This is an optimization exercise on Yosys and OpenROAD, whose aim is a short achievable clock period and few clock cycles, not a production implementation.
Only simulation tests tie the RTL to the original design; equivalence was not proved.
Power is estimated from default activity; no workload was simulated.

== exp/willow ==
// ARM
module ARM (
	input clk,
	input rst,
	output [31:0] imem_addr,
	input  [31:0] imem_rdata,
	output [31:0] dmem_addr,
	output [31:0] dmem_wdata,
	output dmem_rd_en,
	output dmem_wr_en,
	input  [31:0] dmem_rdata,
	input  dmem_ready
);
	reg  [9:0]  pc;
	reg         fd_v;
	reg  [31:0] fd_ins;
	reg  [14:0] fd_oha, fd_ohb;    
	reg         fd_xa, fd_xb;      
	reg         fd_la, fd_lb;      
	reg         fd_pred;           
	reg         fd_zoff;           
	reg         fd_imm1;           
	reg  [9:0]  fd_alt;            
	reg         de_v;
	reg  [3:0]  de_cond;
	reg         de_wr;             
	reg         de_ld, de_st, de_br, de_setf;
	reg  [3:0]  de_rd, de_ra, de_rm;
	reg         de_pred, de_zoff;
	reg  [9:0]  de_alt;
	reg         de_arith, de_invb, de_cin1, de_cinc, de_zext, de_linv;
	reg  [1:0]  de_lsel;
	reg  [32:0] de_a;              
	reg  [32:0] de_b;              
	reg  [31:0] de_sd;             
	reg         de_pa, de_pb, de_ps;    
  ...
Size in the first run: roughly 11000 cells after synthesis, about 1600 flip-flops, about 170 I/O pins, ~0.097 mm^2 of cells after synthesis.
==> flow/config.mk <==
export PLATFORM = sky130hd
export DESIGN_NAME = ARM
export DESIGN_NICKNAME = ARM
export VERILOG_FILES = /design/flow/design.v
export SDC_FILE = /design/flow/constraint.sdc
export NUM_CORES = 8
export LEC_CHECK = 0
export CAP_MARGIN = 20
export CORE_MARGIN = 2
export CORE_UTILIZATION = 40
export SETUP_SLACK_MARGIN = 0.4
export SLEW_MARGIN = 20
==> flow/constraint.sdc <==
create_clock -name core_clock -period 18.0 [get_ports {clk}]
set_input_delay 3.6000 -clock core_clock [delete_from_list [all_inputs] [get_ports {clk}]]
set_output_delay 3.6000 -clock core_clock [all_outputs]
set_load 0.01 [all_outputs]
standard.sh (not shown) runs the stock make flow with config.mk's settings and CLKGATE_MAP_FILE= SYNTH_SCRIPT=/design/flow/synth_recipe.tcl, a recipe that flattens the netlist after the stock synthesis.
==> flow/flow/run.sh <==
#!/bin/bash
# Layout flow: the standard ORFS flow (standard.sh, unchanged synthesis),
# with repair_timing asked for a setup margin so that it optimises the layout
# for a shorter period than the constraint's 18 ns, the port buffers made
# with a regular buffer cell, and clock tree synthesis with smaller sink
# clusters and no dummy loads (a shorter clock tree). The clock period and the
# SDC stay the design's.
set -euo pipefail
cd "$(dirname "${BASH_SOURCE[0]}")/.."
bash standard.sh SETUP_SLACK_MARGIN=13.5 \
  "BUFFER_PORTS_ARGS=-buffer_cell sky130_fd_sc_hd__buf_4" \
  "CTS_ARGS=-sink_clustering_enable -repair_clock_nets -dont_use_dummy_load -sink_clustering_size 15 -sink_clustering_max_diameter 80" \
  finish > flow_make.log 2>&1
Testbench counts of exp/willow, summed over its fixed seeds: cycles 38,166.
Edits applied to the flow inputs when going from exp/willow to exp/yarrow:
--- a/flow/flow/run.sh
+++ b/flow/flow/run.sh
@@ -10,4 +10,4 @@
 bash standard.sh SETUP_SLACK_MARGIN=13.5 \
   "BUFFER_PORTS_ARGS=-buffer_cell sky130_fd_sc_hd__buf_4" \
-  "CTS_ARGS=-sink_clustering_enable -repair_clock_nets -dont_use_dummy_load -sink_clustering_size 15 -sink_clustering_max_diameter 80" \
+  "CTS_ARGS=-sink_clustering_enable -repair_clock_nets -dont_use_dummy_load -sink_clustering_size 18 -sink_clustering_max_diameter 100" \
   finish > flow_make.log 2>&1
==> comparison <==
- Against exp/willow, the final cell area of exp/yarrow is lower.
- From exp/willow to exp/yarrow the numbers moved as follows: mean number of vias per cell essentially unchanged; normalized max-slew margin now sits lower; total power shows a reduction of 3.1%.
- Startpoint of the worst setup timing path: o_addr[12] -> exp/willow, o_addr[8] -> exp/yarrow
The inputs of exp/lagoon differ from those of exp/yarrow as listed below.
--- a/flow/config.mk
+++ b/flow/config.mk
@@ -8,5 +8,5 @@
 export CAP_MARGIN = 20
 export CORE_MARGIN = 2
-export CORE_UTILIZATION = 40
+export CORE_UTILIZATION = 45
 export SETUP_SLACK_MARGIN = 0.4
 export SLEW_MARGIN = 20
Findings:
- Diff exp/yarrow -> exp/lagoon: sequential cell count has remained practically unchanged, worst setup slack after layout saw little to no change.
- Changes observed in exp/lagoon relative to exp/yarrow: utilization higher, fraction of standard cell area in multi-input logic went up by 0.19 points, total number of cells along the worst setup path ~0 delta, layout multi-input combinational cell count barely changed.

---

Another version of the RTL of ARM (not shown whole).
Size in the first run: about 1300 flip-flops, roughly 85000 um^2 of cells after synthesis.
Design ARM, start of the top module:
module ARM (
	input clk,
	input rst,
	output [31:0] imem_addr,
	input  [31:0] imem_rdata,
	output [31:0] dmem_addr,
	output [31:0] dmem_wdata,
	output dmem_rd_en,
	output dmem_wr_en,
	input  [31:0] dmem_rdata,
	input  dmem_ready
);
	reg  [9:0]  pc;
	reg         fd_v;
	reg  [31:0] fd_ins;
	reg  [14:0] fd_oha, fd_ohb;    
	reg         fd_xa, fd_xb;      
	reg         fd_la, fd_lb;      
	reg         fd_pred;           
	reg         fd_zoff;           
	reg  [9:0]  fd_alt;            
	reg         de_v;
	reg  [3:0]  de_cond;
	reg         de_wr;             
	reg         de_ld, de_st, de_br, de_setf;
	reg  [3:0]  de_rd, de_ra, de_rm;
	reg         de_pred, de_zoff;
	reg  [9:0]  de_alt;
	reg         de_arith, de_invb, de_cin1, de_cinc, de_zext, de_linv;
	reg  [1:0]  de_lsel;
	reg  [32:0] de_a;              
	reg  [32:0] de_b;              
	reg  [31:0] de_sd;             
	reg         de_pa, de_pb, de_ps;    
	reg         de_pbs;                 
	reg         use_a, use_b, use_s;    
	reg  [3:0]  de_stag;                
	reg  [6:0]  de_shf;                 
	reg         de_lch;                 
	reg  [3:0]  de_tag;                 
	reg         x_wr;
	reg  [3:0]  x_dst;
	reg  [31:0] x_val;
	reg         ld_v;
	reg         ld_any;            
	reg  [3:0]  ld_tag;
	reg  [3:0]  ld_dst;
	reg  [31:0] ld_q;
	reg  [31:0] ld_qs;             
	reg  [3:0]  flg;
	reg  [31:0] rf [0:14];
	reg  [14:0] pend;          
	reg  [3:0]  ptag [0:14];   
	reg  [3:0]  l_seq;         
	reg         o_rd, o_wr;
	reg  [31:0] o_addr, o_wdata;
	reg  [3:0]  o_dst, o_tag;
	reg         q_wr   [0:3];
	reg  [31:0] q_addr [0:3];
	reg  [31:0] q_data [0:3];
	reg  [3:0]  q_dst  [0:3];
	reg  [3:0]  q_tag  [0:3];      
	reg         q_pd   [0:3];      
	reg  [1:0]  q_rp, q_wp;
	reg  [2:0]  q_cnt;
	wire fN = flg[3], fZ = flg[2], fC = flg[1], fV = flg[0];
	wire [15:0] ctab = {
		1'b0,                       
		1'b1,                       
		fZ | (fN != fV),            
		~fZ & (fN == fV),           
  ...
==> flow/config.mk <==
export PLATFORM = sky130hd
export DESIGN_NAME = ARM
export DESIGN_NICKNAME = ARM
export VERILOG_FILES = /design/flow/design.v
export SDC_FILE = /design/flow/constraint.sdc
export NUM_CORES = 8
export LEC_CHECK = 0
export CAP_MARGIN = 20
export CORE_MARGIN = 2
export CORE_UTILIZATION = 40
export SETUP_SLACK_MARGIN = 0.4
export SLEW_MARGIN = 20
==> flow/constraint.sdc <==
create_clock -name core_clock -period 18.0 [get_ports {clk}]
set_input_delay 3.6000 -clock core_clock [delete_from_list [all_inputs] [get_ports {clk}]]
set_output_delay 3.6000 -clock core_clock [all_outputs]
set_load 0.01 [all_outputs]
==> flow/flow/run.sh <==
#!/bin/bash
# Layout flow: the standard ORFS flow (standard.sh, unchanged synthesis),
# with repair_timing asked for a setup margin so that it optimises the layout
# for a shorter period than the constraint's 18 ns, and the port buffers made
# with a regular buffer cell. The clock period and the SDC stay the design's.
set -euo pipefail
cd "$(dirname "${BASH_SOURCE[0]}")/.."
bash standard.sh SETUP_SLACK_MARGIN=14 \
  "BUFFER_PORTS_ARGS=-buffer_cell sky130_fd_sc_hd__buf_4" \
  finish > flow_make.log 2>&1
The first run produced a clean layout.
Testbench counts at the start, summed over its fixed seeds: cycles 38,991.
Next try:
--- a/flow/flow/run.sh
+++ b/flow/flow/run.sh
@@ -6,5 +6,5 @@
 set -euo pipefail
 cd "$(dirname "${BASH_SOURCE[0]}")/.."
-bash standard.sh SETUP_SLACK_MARGIN=14 \
+bash standard.sh SETUP_SLACK_MARGIN=13.5 \
   "BUFFER_PORTS_ARGS=-buffer_cell sky130_fd_sc_hd__buf_4" \
   finish > flow_make.log 2>&1
After rerunning: Area after synthesis does not change. Power falls by a little under a tenth. Fmax came out higher slightly. Non-clock buffer count drops by 342. Setup slack gains 18 ps.

## port drivers added, routing unchanged
How much do the figures lean on ideal ports? The routed layouts below were timed once more, with nothing changed but the port constraints.
Step 1 assumes that a clkbuf_16 drives the clock port and a buf_2 every other input.
Step 2 also shifts input and output timing later by t, the mid clock arrival at the registers, as if the neighbouring blocks saw the same clock.
Three values: ideal ports, drivers, drivers and shift; two values: the first two.
run | t (ns) | setup WS [ns] | hold WS [ns] | worst setup path at the end
exp/willow | 0.883 | 13.034 / 12.940 / 12.438 | 0.452 / 0.452 / 0.452 | input to register
exp/yarrow | 0.897 | 13.037 / 12.926 / 12.325 | 0.460 / 0.460 / 0.460 | input to register
exp/lagoon | 0.886 | 13.036 / 12.945 / 12.323 | 0.459 / 0.459 / 0.459 | input to register
the first run of note 2 | 0.945 | 13.067 / 12.968 / 12.187 | 0.454 / 0.454 / 0.454 | input to register
the second run of note 2 | 0.939 | 13.085 / 12.983 / 12.249 | 0.443 / 0.443 / 0.443 | input to register
After both steps every run listed still meets setup and hold. The setup slack of the first run of note 2, which loses most, moves by -0.099 ns with the drivers and by -0.880 ns with both steps.
